Background: an optimization exercise with open tools, aiming at small area and a short achievable clock period. Do not read the settings as production practice.
No activity file was given, so power comes from the tool's default toggle rates.

==> flow/design.v <==
module Top #(
   parameter N = 16
) (
   input TDI,
   input TMS,
   input TCK,
   input [N-1:0] sys_pin_a,
   input [N-1:0] sys_pin_b,
   input sys_pin_cin,
   input sys_pin_sel,
   output [N-1:0] sys_pin_sum,
   output sys_pin_co,
   output TDO
);
   localparam [3:0] TLR = 4'hF, RTI = 4'hC, SEL_DR = 4'h7, CAP_DR = 4'h6,
                    SH_DR = 4'h2, EX1_DR = 4'h1, PAU_DR = 4'h3, EX2_DR = 4'h0,
                    UPD_DR = 4'h5, SEL_IR = 4'h4, CAP_IR = 4'hE, SH_IR = 4'hA,
                    EX1_IR = 4'h9, PAU_IR = 4'hB, EX2_IR = 4'h8, UPD_IR = 4'hD;
   reg [3:0] st;
   reg [3:0] st_nx;
   always @(*) begin
      case (st)
         TLR:     st_nx = TMS ? TLR : RTI;
         RTI:     st_nx = TMS ? SEL_DR : RTI;
         SEL_DR:  st_nx = TMS ? SEL_IR : CAP_DR;
         CAP_DR:  st_nx = TMS ? EX1_DR : SH_DR;
         SH_DR:   st_nx = TMS ? EX1_DR : SH_DR;
         EX1_DR:  st_nx = TMS ? UPD_DR : PAU_DR;
         PAU_DR:  st_nx = TMS ? EX2_DR : PAU_DR;
         EX2_DR:  st_nx = TMS ? UPD_DR : SH_DR;
         UPD_DR:  st_nx = TMS ? SEL_DR : RTI;
         SEL_IR:  st_nx = TMS ? TLR : CAP_IR;
         CAP_IR:  st_nx = TMS ? EX1_IR : SH_IR;
         SH_IR:   st_nx = TMS ? EX1_IR : SH_IR;
         EX1_IR:  st_nx = TMS ? UPD_IR : PAU_IR;
         PAU_IR:  st_nx = TMS ? EX2_IR : PAU_IR;
         EX2_IR:  st_nx = TMS ? UPD_IR : SH_IR;
         default: st_nx = TMS ? SEL_DR : RTI;   
      endcase
   end
   always @(posedge TCK) st <= st_nx;
   wire shift_dr = (st == SH_DR);
   wire capture_dr = (st == CAP_DR);
   wire shift_ir = (st == SH_IR);
   wire capture_ir = (st == CAP_IR);
   wire update_dr = TMS & ((st == EX1_DR) | (st == EX2_DR));
   wire update_ir = TMS & ((st == EX1_IR) | (st == EX2_IR));
   wire reset_ir = TMS & ((st == TLR) | (st == SEL_IR));
   reg ir1_sr1, ir2_sr1;
   reg br1, br2;
   reg mode1, byp1, mode2, byp2;
   always @(posedge TCK) begin
      if (shift_ir) begin
         ir1_sr1 <= br1;
         ir2_sr1 <= br2;
      end else if (capture_ir) begin
         ir1_sr1 <= 1'b1;
         ir2_sr1 <= 1'b1;
      end
   end
   always @(posedge TCK) begin
      if (reset_ir) begin
         mode1 <= 1'b0;
         byp1  <= 1'b1;
         mode2 <= 1'b0;
         byp2  <= 1'b1;
      end else if (update_ir) begin
         mode1 <= ~br1;
         byp1  <= br1 & ir1_sr1;
         mode2 <= ~br2;
         byp2  <= br2 & ir2_sr1;
      end
   end
   wire sel = sys_pin_sel;
   wire a0 = sys_pin_a[0];
   wire b0 = sys_pin_b[0];
   wire [16:0] add1;
   FastAdd fa1 (.a(sys_pin_a), .b(sys_pin_b), .cin(sys_pin_cin), .s(add1));
   wire [16:0] fast1 = sel ? {a0, {11{b0}}, a0, 2'b00, a0 ^ b0, a0} : add1;
   reg [16:0] uo1, uf1, uo2, uf2;
   wire [16:0] s1 = mode1 ? uo1 : fast1;
   wire x2 = s1[0];
   wire [16:0] g2 = sel ? {x2, {12{x2}}, 3'b000, x2} : {s1[15], s1[14:0], s1[16]};
   wire pass = ~mode1 & ~mode2 & ~sel;
   wire xo = mode1 ? uo1[0] : a0;
   wire [16:0] other = mode2 ? uo2 :
                       sel ? {xo, {12{xo}}, 3'b000, xo} :
                       {uo1[15], uo1[14:0], uo1[16]};
   wire [16:0] outv = pass ? {add1[15], add1[14:0], add1[16]} : other;
   assign sys_pin_sum = outv[15:0];
   assign sys_pin_co = outv[16];
   wire [16:0] adder1_out = mode1 ? uf1 : fast1;
   wire [16:0] adder2_out = mode2 ? uf2 : g2;
   reg [50:0] c1, c2;
   wire dr1 = byp1 ? br1 : c1[50];   
   wire [50:0] p1 = {adder1_out, sel, sys_pin_cin, sys_pin_b, sys_pin_a};
   wire [50:0] p2 = {adder2_out, sel, s1[16], s1[15:0], s1[15:0]};
   wire hold_dr = (st == EX1_DR) | (st == PAU_DR) | (st == EX2_DR);
   wire shift_any = shift_dr | shift_ir;
   wire capture_any = capture_dr | capture_ir;
   wire load_dr = ~(shift_dr | hold_dr | update_dr);
   wire load_dr1 = ~(shift_dr | hold_dr);
   always @(posedge TCK) begin
      c1[33:0] <= ({34{shift_dr}} & {c1[32:0], TDI}) | ({34{hold_dr & ~update_dr}} & c1[33:0]) |
                  ({34{update_dr}} & c2[33:0]) | ({34{load_dr}} & p1[33:0]);
      c1[50:34] <= ({17{shift_dr}} & c1[49:33]) | ({17{hold_dr}} & c1[50:34]) |
                   ({17{load_dr1}} & p1[50:34]);
      c2 <= ({51{shift_dr}} & {c2[49:0], dr1}) | ({51{hold_dr}} & c2) | ({51{load_dr1}} & p2);
   end
   always @(posedge TCK) begin
      if (shift_any) begin
         br1 <= TDI;
         br2 <= shift_dr ? dr1 : ir1_sr1;
      end else if (capture_any) begin
         br1 <= 1'b0;
         br2 <= 1'b0;
      end
   end
   wire [16:0] r1;
   Ripple rip1 (.a(c1[15:0]), .b(c1[31:16]), .cin(c1[32]), .s(r1));
   wire ua1 = c1[0], ub1 = c1[16];
   wire [16:0] f1 = c1[33] ? {ua1, {11{ub1}}, ua1, 2'b00, ua1 ^ ub1, ua1} : r1;
   always @(posedge TCK) begin
      if (update_dr) begin
         uo1 <= c1[50:34];
         uo2 <= c2[50:34];
         uf1 <= f1;
      end
      if (st == UPD_DR) uf2 <= f1;
   end
   assign TDO = shift_ir ? ir2_sr1 : shift_dr ? (byp2 ? br2 : c2[50]) : 1'b0;
endmodule
module Ripple (
   input [15:0] a,
   input [15:0] b,
   input cin,
   output [16:0] s
);
   wire [16:0] c;
   assign c[0] = cin;
   genvar i;
   generate
      for (i = 0; i < 16; i = i + 1) begin : bit_
         assign s[i] = a[i] ^ b[i] ^ c[i];
         assign c[i+1] = (a[i] & b[i]) | (c[i] & (a[i] ^ b[i]));
      end
   endgenerate
   assign s[16] = c[16];
endmodule
module FastAdd (
   input [15:0] a,
   input [15:0] b,
   input cin,
   output [16:0] s
);
   wire [16:0] g0 = {a & b, cin};
   wire [16:0] p0 = {a ^ b, 1'b0};
   wire [16:0] g1, p1, g2, p2, g3, p3, g4, p4, g5, p5;
   genvar i;
   generate
      for (i = 0; i < 17; i = i + 1) begin : lvl
         if (i % 2 == 1) begin : l1a
            assign g1[i] = g0[i] | (p0[i] & g0[i-1]);
            assign p1[i] = p0[i] & p0[i-1];
         end else begin : l1b
            assign g1[i] = g0[i];
            assign p1[i] = p0[i];
         end
         if (i % 4 >= 2) begin : l2a
            assign g2[i] = g1[i] | (p1[i] & g1[i - (i % 4) + 1]);
            assign p2[i] = p1[i] & p1[i - (i % 4) + 1];
         end else begin : l2b
            assign g2[i] = g1[i];
            assign p2[i] = p1[i];
         end
         if (i % 8 >= 4) begin : l3a
            assign g3[i] = g2[i] | (p2[i] & g2[i - (i % 8) + 3]);
            assign p3[i] = p2[i] & p2[i - (i % 8) + 3];
         end else begin : l3b
            assign g3[i] = g2[i];
            assign p3[i] = p2[i];
         end
         if (i % 16 >= 8) begin : l4a
            assign g4[i] = g3[i] | (p3[i] & g3[i - (i % 16) + 7]);
            assign p4[i] = p3[i] & p3[i - (i % 16) + 7];
         end else begin : l4b
            assign g4[i] = g3[i];
            assign p4[i] = p3[i];
         end
         if (i >= 16) begin : l5a
            assign g5[i] = g4[i] | (p4[i] & g4[15]);
         end else begin : l5b
            assign g5[i] = g4[i];
         end
      end
   endgenerate
   assign s[15:0] = p0[16:1] ^ g5[15:0];
   wire g_hi = g0[16] | (p0[16] & g0[15]);
   wire p_hi = p0[16] & p0[15];
   assign s[16] = g_hi | (p_hi & g5[14]);
endmodule
export LEC_CHECK = 0
export CAP_MARGIN = 20
export CORE_MARGIN = 2
export CORE_UTILIZATION = 40
export SLEW_MARGIN = 20
create_clock -name core_clock -period 24.0 [get_ports {TCK}]
standard.sh (not shown) runs the stock make flow with config.mk's settings and CLKGATE_MAP_FILE= SYNTH_SCRIPT=/design/flow/synth_recipe.tcl, a recipe that flattens the netlist after the stock synthesis.
==> flow/flow/run.sh <==
#!/bin/bash
# Standard synthesis, then the standard layout with: timing repair that
# aims for extra setup slack (so the input-to-output paths are optimised
# beyond what the clock period needs), cell sizing not limited to the same
# footprint, and a stronger buffer on each port.
set -euo pipefail
MARGIN=$(cat flow/margin.txt)
bash standard.sh synth > synth.log 2>&1
bash standard.sh SETUP_SLACK_MARGIN=$MARGIN MATCH_CELL_FOOTPRINT=0 \
  "BUFFER_PORTS_ARGS=-buffer_cell sky130_fd_sc_hd__buf_4" finish > layout.log 2>&1
==> flow/flow/margin.txt <==
13
Next try:
--- a/flow/design.v
+++ b/flow/design.v
@@ -72,12 +72,11 @@
       end
    end
    wire sel = sys_pin_sel;
    wire a0 = sys_pin_a[0];
    wire b0 = sys_pin_b[0];
-   wire [16:0] add1;
-   FastAdd fa1 (.a(sys_pin_a), .b(sys_pin_b), .cin(sys_pin_cin), .s(add1));
+   wire [16:0] add1 = {1'b0, sys_pin_a} + {1'b0, sys_pin_b} + {16'd0, sys_pin_cin};
    wire [16:0] fast1 = sel ? {a0, {11{b0}}, a0, 2'b00, a0 ^ b0, a0} : add1;
    reg [16:0] uo1, uf1, uo2, uf2;
    wire [16:0] s1 = mode1 ? uo1 : fast1;
    wire x2 = s1[0];
    wire [16:0] g2 = sel ? {x2, {12{x2}}, 3'b000, x2} : {s1[15], s1[14:0], s1[16]};
@@ -145,57 +144,5 @@
          assign c[i+1] = (a[i] & b[i]) | (c[i] & (a[i] ^ b[i]));
       end
    endgenerate
    assign s[16] = c[16];
 endmodule
-module FastAdd (
-   input [15:0] a,
-   input [15:0] b,
-   input cin,
-   output [16:0] s
-);
-   wire [16:0] g0 = {a & b, cin};
-   wire [16:0] p0 = {a ^ b, 1'b0};
-   wire [16:0] g1, p1, g2, p2, g3, p3, g4, p4, g5, p5;
-   genvar i;
-   generate
-      for (i = 0; i < 17; i = i + 1) begin : lvl
-         if (i % 2 == 1) begin : l1a
-            assign g1[i] = g0[i] | (p0[i] & g0[i-1]);
-            assign p1[i] = p0[i] & p0[i-1];
-         end else begin : l1b
-            assign g1[i] = g0[i];
-            assign p1[i] = p0[i];
-         end
-         if (i % 4 >= 2) begin : l2a
-            assign g2[i] = g1[i] | (p1[i] & g1[i - (i % 4) + 1]);
-            assign p2[i] = p1[i] & p1[i - (i % 4) + 1];
-         end else begin : l2b
-            assign g2[i] = g1[i];
-            assign p2[i] = p1[i];
-         end
-         if (i % 8 >= 4) begin : l3a
-            assign g3[i] = g2[i] | (p2[i] & g2[i - (i % 8) + 3]);
-            assign p3[i] = p2[i] & p2[i - (i % 8) + 3];
-         end else begin : l3b
-            assign g3[i] = g2[i];
-            assign p3[i] = p2[i];
-         end
-         if (i % 16 >= 8) begin : l4a
-            assign g4[i] = g3[i] | (p3[i] & g3[i - (i % 16) + 7]);
-            assign p4[i] = p3[i] & p3[i - (i % 16) + 7];
-         end else begin : l4b
-            assign g4[i] = g3[i];
-            assign p4[i] = p3[i];
-         end
-         if (i >= 16) begin : l5a
-            assign g5[i] = g4[i] | (p4[i] & g4[15]);
-         end else begin : l5b
-            assign g5[i] = g4[i];
-         end
-      end
-   endgenerate
-   assign s[15:0] = p0[16:1] ^ g5[15:0];
-   wire g_hi = g0[16] | (p0[16] & g0[15]);
-   wire p_hi = p0[16] & p0[15];
-   assign s[16] = g_hi | (p_hi & g5[14]);
-endmodule
Global-route usage barely changes.
Total power increases by about 2.2%.
Die area increases by about 2.4%.
Area after synthesis came out higher by about 2.4%.
Routed wire length is higher by 1.6%.
Via count came out higher by 1.3%.
Clock power decreases by 8.6%.
Cell area went up by about 3.7%.
Setup slack is worse by 140 ps.
Clock-buffer cell count rises by 3.
Worst hold slack barely changes.
Sequential cell count stays the same.
No functional check of the RTL was part of any run of this note.

[port drivers added, routing unchanged]
Ports are ideal in the flow. The routed layouts listed here were re-timed in OpenROAD.
Step 1, drivers: a clkbuf_16 drives TCK and a buf_2 each remaining input, both assumed.
Step 2 times the ports against the registers' clock, not the clock port: input delays grow and output delays shrink by t, the midpoint of the rising clock arrivals with the driver on.
a / b / c = no drivers / after step 1 / after step 2; a / b = the first two.
run	t, ns	slack for setup (ns)	hold WS [ns]	cell pins on the clock port's net
the first run	0.482	12.294 / 12.254 / 12.254	0.458 / 0.458 / 0.458	1
the second run	0.471	12.156 / 12.118 / 12.118	0.461 / 0.461 / 0.461	1
After both steps setup and hold are still met in every run listed. For the first run, which loses most, drivers alone change the setup slack by -0.040 ns; drivers and shift together by -0.040 ns.
